From an optimization exercise on the open Yosys and OpenROAD flow, aimed at small area, a short achievable clock period and few clock cycles per item; shortcuts taken in it are not production practice. In this exercise RTL edits were held to simulation tests only and were not proved equivalent to the original. Power figures rest on the tool's default switching activity, not on a simulated workload.

<file path="design/flow/constraint.sdc">
create_clock -name core_clock -period 15.0 [get_ports {clock}]
set_input_delay 3.0000 -clock core_clock [delete_from_list [all_inputs] [get_ports {clock}]]
set_output_delay 3.0000 -clock core_clock [all_outputs]
set_load 0.01 [all_outputs]
</file>
<file path="design/flow/run.sh">
#!/bin/bash
# synth_recipe.tcl (not shown) runs the flow's synth.tcl, then flattens the netlist and writes it again
# the make line also repeats each setting of config.mk as NAME=value (left out here)
make -C /OpenROAD-flow-scripts/flow DESIGN_CONFIG=/design/flow/config.mk WORK_HOME=/design/flow/orfs CLKGATE_MAP_FILE= SYNTH_SCRIPT=/design/flow/synth_recipe.tcl finish
</file>
<file path="design/flow/design.v">
`timescale 1ns / 1ps
module Alu (
		input [31:0] a,
		input [31:0] b,
		input sub,
		input [1:0] sel,
		input unsignedCompare,
		input [1:0] logicOp,
		input isLui,
		input [1:0] shiftOp,
		input [4:0] shiftAmount,
		output [31:0] sum,
		output [31:0] result
	);
	wire [31:0] bx = sub ? ~b : b;
	wire [32:0] full = {1'b0, a} + {1'b0, bx} + {32'b0, sub};
	assign sum = full[31:0];
	wire lessSigned = (a[31] != b[31]) ? a[31] : full[31];
	wire lessUnsigned = ~full[32];
	wire less = unsignedCompare ? lessUnsigned : lessSigned;
	reg [31:0] logicResult;
	always @(*) begin
		case (logicOp)
			2'd0: logicResult = a & b;
			2'd1: logicResult = a | b;
			2'd2: logicResult = a ^ b;
			default: logicResult = isLui ? {b[15:0], 16'b0} : ~(a | b);
		endcase
	end
	reg [31:0] shiftResult;
	always @(*) begin
		case (shiftOp)
			2'd0: shiftResult = b << shiftAmount;
			2'd3: shiftResult = $unsigned($signed(b) >>> shiftAmount);
			default: shiftResult = b >> shiftAmount;
		endcase
	end
	assign result =
			sel == 2'd0 ? sum
			: sel == 2'd1 ? {31'b0, less}
			: sel == 2'd2 ? logicResult
			: shiftResult;
endmodule
`timescale 1ns / 1ps
module RegisterFile (
		input clock,
		input reset,
		input [4:0] readAddressA,
		output [31:0] readDataA,
		input [4:0] readAddressB,
		output [31:0] readDataB,
		input shouldWrite,
		input [4:0] writeAddress,
		input [31:0] writeData,
		input [4:0] debug_addr,
		output [31:0] debug_data
	);
	reg [31:0] registers [1:31];
	reg [31:1] valid;
	wire [31:0] validAll = {valid, 1'b0};
	always @(posedge clock) begin
		if (shouldWrite && writeAddress != 0)
			registers[writeAddress] <= writeData;
	end
	always @(posedge clock) begin
		if (reset)
			valid <= 0;
		else if (shouldWrite && writeAddress != 0)
			valid[writeAddress] <= 1'b1;
	end
	assign readDataA = validAll[readAddressA] ? registers[readAddressA] : 32'b0;
	assign readDataB = validAll[readAddressB] ? registers[readAddressB] : 32'b0;
	assign debug_data = validAll[debug_addr] ? registers[debug_addr] : 32'b0;
endmodule
`timescale 1ns / 1ps
module cache (
		input clock,
		input reset,
		input isLoad,
		input isStore,
		input [11:2] addr,
		input [31:0] storeData,
		output loadHit,
		output [31:0] loadData,
		output storeWait,
		output dmem_cs,
		output dmem_we,
		output [31:0] dmem_addr,
		output [31:0] dmem_wdata,
		input dmem_ack,
		input [31:0] dmem_rdata
	);
	reg [31:0] line [0:7];
	reg [7:0] lineValid;
	reg [11:5] lineTag;
	reg filling;
	reg [2:0] fillWord;
	reg storePending;
	reg [11:2] storeAddr;
	reg [31:0] storeBuf;
	reg [3:0] ackCount;
	wire [2:0] word = addr[4:2];
	wire tagEqual = lineTag == addr[11:5];
	wire bufferHit = tagEqual && lineValid[word];
	wire fillAck = dmem_ack && filling && !storePending;
	wire busHit = fillAck && tagEqual && fillWord == word;
	assign loadHit = bufferHit || busHit;
	assign loadData = bufferHit ? line[word] : dmem_rdata;
	wire loadMiss = isLoad && !loadHit;
	wire storeDone = storePending && dmem_ack;
	assign storeWait = storePending && !dmem_ack;
	wire storeIssue = isStore && !storeWait;
	assign dmem_cs = !reset && ackCount != 4'd9
			&& (storePending || filling || isLoad || isStore);
	assign dmem_we = storePending;
	assign dmem_addr = {20'b0, storePending ? storeAddr : {lineTag, fillWord}, 2'b00};
	assign dmem_wdata = storeBuf;
	wire [7:0] fillBit = 8'b1 << fillWord;
	wire [7:0] wordBit = 8'b1 << word;
	always @(posedge clock) begin
		if (reset)
			ackCount <= 0;
		else if (!dmem_cs)
			ackCount <= 0;
		else if (dmem_ack)
			ackCount <= ackCount + 4'd1;
	end
	always @(posedge clock) begin
		if (fillAck)
			line[fillWord] <= dmem_rdata;
	end
	always @(posedge clock) begin
		if (reset) begin
			lineValid <= 0;
			filling <= 0;
		end else begin
			if (fillAck) begin
				lineValid <= lineValid | fillBit;
				fillWord <= fillWord + 3'd1;
				if ((lineValid | fillBit) == 8'hff)
					filling <= 0;
			end
			if (storeIssue && tagEqual)
				lineValid <= (fillAck ? lineValid | fillBit : lineValid) & ~wordBit;
			if (loadMiss) begin
				lineTag <= addr[11:5];
				fillWord <= word;
				filling <= 1;
				if (!tagEqual)
					lineValid <= 0;
			end
		end
	end
	always @(posedge clock) begin
		if (reset)
			storePending <= 0;
		else if (storeIssue)
			storePending <= 1;
		else if (storeDone)
			storePending <= 0;
	end
	always @(posedge clock) begin
		if (storeIssue) begin
			storeAddr <= addr;
			storeBuf <= storeData;
		end
	end
endmodule
`timescale 1ns / 1ps
module Cpu (
		input clock,
		input reset,
		output [31:0] imem_addr,
		input [31:0] imem_data,
		output dmem_cs,
		output dmem_we,
		output [31:0] dmem_addr,
		output [31:0] dmem_wdata,
		input dmem_ack,
		input [31:0] dmem_rdata,
		input wire [4:0] debug_addr,
		output wire [31:0] debug_data
	);
	reg [31:0] pc;
	assign imem_addr = pc;
	wire [31:0] ins = imem_data;
	wire [5:0] op = ins[31:26];
	wire [4:0] rs = ins[25:21];
	wire [4:0] rt = ins[20:16];
	wire [4:0] rd = ins[15:11];
	wire [4:0] shamt = ins[10:6];
	wire [5:0] fn = ins[5:0];
	wire [15:0] imm = ins[15:0];
	wire isR = op == 6'b000000;
	wire isJr = isR && fn == 6'b001000;
	wire isImm = op[5:3] == 3'b001;
	wire isLoad = op == 6'b100011;
	wire isStore = op == 6'b101011;
	wire isBeq = op == 6'b000100;
	wire isBne = op == 6'b000101;
	wire isJ = op == 6'b000010;
	wire isJal = op == 6'b000011;
	wire zeroExtend = isImm && (op[2] || op[1:0] == 2'b11);
	wire [31:0] immediate = {zeroExtend ? 16'b0 : {16{imm[15]}}, imm};
	wire [31:0] rsValue;
	wire [31:0] rtValue;
	wire sub = isR ? fn[1] : (isImm && op[1] && !op[2]);
	wire [1:0] sel =
			isR ? (!fn[5] ? 2'd3 : fn[2] ? 2'd2 : fn[3] ? 2'd1 : 2'd0)
			: isImm ? (op[2] ? 2'd2 : op[1] ? 2'd1 : 2'd0)
			: 2'd0;
	wire unsignedCompare = isR ? fn[0] : op[0];
	wire [1:0] logicOp = isR ? fn[1:0] : op[1:0];
	wire isLui = !isR;
	wire [4:0] shiftAmount = fn[2] ? rsValue[4:0] : shamt;
	wire [31:0] aluB = isR ? rtValue : immediate;
	wire [31:0] sum;
	wire [31:0] aluResult;
	Alu alu (
		.a(rsValue),
		.b(aluB),
		.sub(sub),
		.sel(sel),
		.unsignedCompare(unsignedCompare),
		.logicOp(logicOp),
		.isLui(isLui),
		.shiftOp(fn[1:0]),
		.shiftAmount(shiftAmount),
		.sum(sum),
		.result(aluResult)
	);
	wire loadHit;
	wire [31:0] loadData;
	wire storeWait;
	cache dataMemory (
		.clock(clock),
		.reset(reset),
		.isLoad(isLoad),
		.isStore(isStore),
		.addr(sum[11:2]),
		.storeData(rtValue),
		.loadHit(loadHit),
		.loadData(loadData),
		.storeWait(storeWait),
		.dmem_cs(dmem_cs),
		.dmem_we(dmem_we),
		.dmem_addr(dmem_addr),
		.dmem_wdata(dmem_wdata),
		.dmem_ack(dmem_ack),
		.dmem_rdata(dmem_rdata)
	);
	wire stall = (isLoad && !loadHit) || (isStore && storeWait);
	wire [31:0] pc4 = pc + 32'd4;
	wire writeEnable = (isR && !isJr) || isImm || isJal || (isLoad && loadHit);
	wire [4:0] writeAddress = isJal ? 5'd31 : isR ? rd : rt;
	wire [31:0] writeData = isJal ? pc4 : isLoad ? loadData : aluResult;
	RegisterFile registerFile (
		.clock(clock),
		.reset(reset),
		.readAddressA(rs),
		.readDataA(rsValue),
		.readAddressB(rt),
		.readDataB(rtValue),
		.shouldWrite(writeEnable),
		.writeAddress(writeAddress),
		.writeData(writeData),
		.debug_addr(debug_addr),
		.debug_data(debug_data)
	);
	wire equal = rsValue == rtValue;
	wire taken = (isBeq && equal) || (isBne && !equal);
	wire [31:0] branchTarget = pc4 + {{14{imm[15]}}, imm, 2'b00};
	wire [31:0] jumpTarget = {pc4[31:28], ins[25:0], 2'b00};
	always @(posedge clock) begin
		if (reset)
			pc <= 0;
		else if (!stall)
			pc <= isJr ? rsValue
					: (isJ || isJal) ? jumpTarget
					: taken ? branchTarget
					: pc4;
	end
endmodule
</file>
<file path="design/flow/config.mk">
export PLATFORM = sky130hd
export DESIGN_NAME = Cpu
export DESIGN_NICKNAME = Cpu
export VERILOG_FILES = /design/flow/design.v
export SDC_FILE = /design/flow/constraint.sdc
export NUM_CORES = 4
export LEC_CHECK = 0
export CAP_MARGIN = 20
export CORE_MARGIN = 2
export CORE_UTILIZATION = 40
export PLACE_DENSITY = 0.6
export SLEW_MARGIN = 20
</file>
==> results_dict.tcl <==
set metrics [dict create \
    outcome "no timing/DRC/antenna violations" \
    drt-met1-wl_microns 128000 \
    grt_pass1_wl_microns 484000 \
    vias 63832 \
    grt_max_degree 120 \
    rsz0062_at_grt "false" \
    fin_crit_sh_pct 81.7 \
    ys_warn_count 4 \
    synth_top_flop_cell "edfxtp_1" \
    final_area_sq_mm 0.0957 \
    die-width_microns 465 \
    portBuffers 179 \
    power-per-cell-area_mw_per_mm2 108 \
    slew_violations 0 \
    synth_cell_types 120 \
    area_growth_pct 12.7 \
    hpwl_microns 234000 \
    ir_worst_vdd_mv 0.120 \
    path_max_fanout 60 \
    gp_congestion 1.01 \
    highest_layer "met5" \
    synth-async-reset-ratio_pct 0 \
    cts_resized 0 \
    grtUsageTotal_pct 31.6 \
    grt_antenna_before_repair 20 \
    relSlewSlack_pct 14.5 \
    cts_root_buf "clkbuf_16" \
    holdPathStages 1 \
    reg2reg_slack_ps 5700 \
    reg2reg_depth 22 \
    io_pins 202 \
    tightest_slew_ps 1280 \
    cp-end-kind "flop" \
    regToRegStartpoint "registerFile.valid[4]$_SDFFE_PP0P_" \
    cts_num_sinks 1377 \
    setup-violations-final 0 \
    finalWirelength_microns 349000 \
    dieArea_sq_mm 0.216 \
    initial_utilization_pct 40.1 \
    postCtsSetupBuffers 0 \
    synth_area_sq_mm 0.0849 \
    synth-seq-cells 1377 \
    h-tree-depth 4 \
    avgSynthCellArea_sq_um 13.6 \
    critPathTopFamily "simple AND/OR/NAND/NOR gates" \
    final_layout_size_suffix_gt1_share_pct 23.1 \
    synth-seq-area-share_pct 47.8 \
    crit_path_top_delay_cell "nor2_4" \
    tns_ps 0 \
    max_freq_mhz 81.6 \
    crit_type "primary input to flop" \
    viasPerCell 6.87 \
    drtIter0Drc 10543 \
    whs_endpoint "registerFile.valid[27]$_SDFFE_PP0P_" \
    core_area_sq_mm 0.211 \
    cp.depth 26 \
    grt_pass1_vias 61181 \
    drc 0 \
    yosysTopAreaCellShare_pct 46.0 \
    avgRoutedWirePerCell_microns 37.5 \
    fillers 18739 \
    path_buf_inv 6 \
    fin_crit_ps 12260 \
    cts_buffer_depth 3 \
    overflow 0 \
    tritoncts "done" \
    startpoint_type "primary input" \
    holdBufCountCts 0 \
    slowest_delay_ps 970 \
    syn_inst 6247 \
    r2r-end "registerFile.registers[26][4]$_DFFE_PP_" \
    std_cell_rows 169 \
    clk_pin_slew_ps 70 \
    detail-route-antenna-nets 0 \
    place_area_sq_mm 0.0903 \
    fin_util_pct 45.3 \
    wl_met3_microns 39900 \
    nNetsFinal 6566 \
    final.setup_skew_ps 75.5 \
    worstPathArrival_ps 12710 \
    worstPathRequired_ps 15450 \
    die_h_microns 465 \
    synth_edf_count 1300 \
    hp-start "registerFile.valid[27]$_SDFFE_PP0P_" \
    cts_buffers 153 \
    power.leakage_nw 32.2 \
    hold_path_class "flop to flop" \
    drt_first_pass_iters 6 \
    synth_top_area_cell "edfxtp_1" \
    hold_viol_final 0 \
    route.met2.wl_microns 155000 \
    cap_viol_max_count 0 \
    synth_area_leaders "edfxtp_1 (46%), mux4_2 (20%), mux2i_1 (5.7%)" \
    critPathMostFrequentCell "buf_4" \
    clkLatencyLatePin_ps 840 \
]
## cell usage in the layout, fill, tap and decap left out, drive strengths merged, types with 53 or more instances in the layout
cell	Yosys	final
nor2	456	456
a21oi	336	336
a211oi	96	96
nand3	126	126
dfxtp	77	77
clkdlybuf4s50	0	163
ha	147	147
xnor2	84	84
o22ai	53	53
inv	110	116
clkbuf	233	173
buf	280	276
clkinv	5	74
nand2	383	383
a221oi	81	81
o21ai	238	238
mux4	763	763
mux2i	481	481
nor3	68	68
a31oi	60	60
edfxtp	1300	1300
mux2	67	67
## where the power goes
| group | total [W] | internal, W | switching, W |
|---|---|---|---|
| Sequential | 0.00439 | 0.00437 | 0.0000167 |
| Combinational | 0.00195 | 0.000641 | 0.00131 |
| Clock | 0.00402 | 0.00233 | 0.00169 |
## cells by family after synthesis
kind of cell	share of synthesized area (%)
DFF	47.8
and+or+nand+nor	7.22
muxes	26.9
AOI/OAI and AO/OA	10.4
buffers and inverters	4.01
adders and majority gates	2.21
xor gates and xnor gates	1.48
other	0.00442
## stage by stage
step / cells / hold slack [ps] / worst slack [ps] / total power (W)
floorplan: 6268 / 457 / 4630 / 0.00560
global placement: 9008 / 485 / 2000 / 0.00635
detailed placement: 9011 / 491 / 2050 / 0.00636
CTS: 9291 / 501 / 2900 / 0.0103
global route: 9293 / 516 / 2370 / 0.0106
finish: 9297 / 504 / 2740 / 0.0104
## area by class of cell
cell class	instances	area, sq um	area share (%)
Multi-Input combinational cell	4258	41700	43.6
Sequential cell	1377	40600	42.4
Timing Repair Buffer	440	4030	4.21
Clock buffer	172	3920	4.10
Tap cell	2821	3530	3.69
Clock inverter	108	1450	1.51
Inverter	115	434	0.454
Antenna cell	6	15.0	0.0157
## worst max path at each step
stage	from	to	slack (ps)
floorplan	imem_data[16]	registerFile.registers[10][12]$_DFFE_PP_	4630
global placement	imem_data[16]	registerFile.registers[5][28]$_DFFE_PP_	2000
detailed placement	imem_data[16]	registerFile.registers[6][24]$_DFFE_PP_	2050
CTS	imem_data[16]	registerFile.registers[5][8]$_DFFE_PP_	2900
global route	imem_data[16]	registerFile.registers[26][4]$_DFFE_PP_	2370
finish	imem_data[16]	registerFile.registers[26][4]$_DFFE_PP_	2740
## cell usage after synthesis (39+ instances only)
| master | number |
|---|---|
| a31oi_1 | 60 |
| edfxtp_1 | 1300 |
| buf_6 | 51 |
| nor2_1 | 455 |
| xor2_1 | 49 |
| nand2b_1 | 46 |
| inv_1 | 106 |
| o2bb2ai_1 | 42 |
| nand3_1 | 125 |
| a211oi_1 | 92 |
| o21ai_0 | 213 |
| dfxtp_1 | 77 |
| a21o_1 | 39 |
| buf_2 | 90 |
| buf_1 | 54 |
| clkbuf_1 | 230 |
| mux2_2 | 65 |
| ha_1 | 147 |
| buf_4 | 68 |
| nor3_1 | 65 |
| nand2_1 | 383 |
| o211ai_1 | 45 |
| mux2i_1 | 480 |
| a21oi_1 | 330 |
| o22ai_1 | 52 |
| xnor2_1 | 84 |
| nor2b_1 | 46 |
| a221oi_1 | 80 |
| mux4_2 | 754 |
| a22oi_1 | 42 |
## routing by layer
layer  global-route usage [%]  vias to the layer above
met5                    0.290                        -
met3                     8.10                     1004
met4                     18.9                       14
met1                     40.8                    32676
met2                     47.8                     4653
li1                         -                    25485
## sequential cells by signal, summed over array words and instances (netlist names)
signal and cells:
dataMemory.filling 1, dataMemory.fillWord 3, dataMemory.line 256, dataMemory.storePending 1
registerFile.valid 31, pc 32, dataMemory.lineValid 8, registerFile.registers 992
dataMemory.storeAddr 10, dataMemory.lineTag 7, dataMemory.ackCount 4, dataMemory.storeBuf 32
Testbench counts, summed over its fixed seeds: cycles 79,183, instrs 67,724.

## what the ideal ports hide
No port has a modelled driver above. Below, the same layout with a new extraction and two added sets of constraints.
Step 1 assumes that a clkbuf_16 drives the clock port and a buf_2 every other input.
Step 2 moves the port delays by t, midway between the first and last clock arrival at a register: inputs arrive t later, outputs are due t later. That takes back most of the time a late clock gives input paths.
Three values: ideal ports, drivers, drivers and shift; two values: the first two.
shift t [ns]: 0.900
slack for setup (ns): 2.745 / 2.762 / 1.862
slew at the worst register clock pin (ns): 0.07 / 0.07
After both steps setup and hold are still met in this run. For this run, drivers alone change the setup slack by +0.017 ns; drivers and shift together by -0.883 ns.
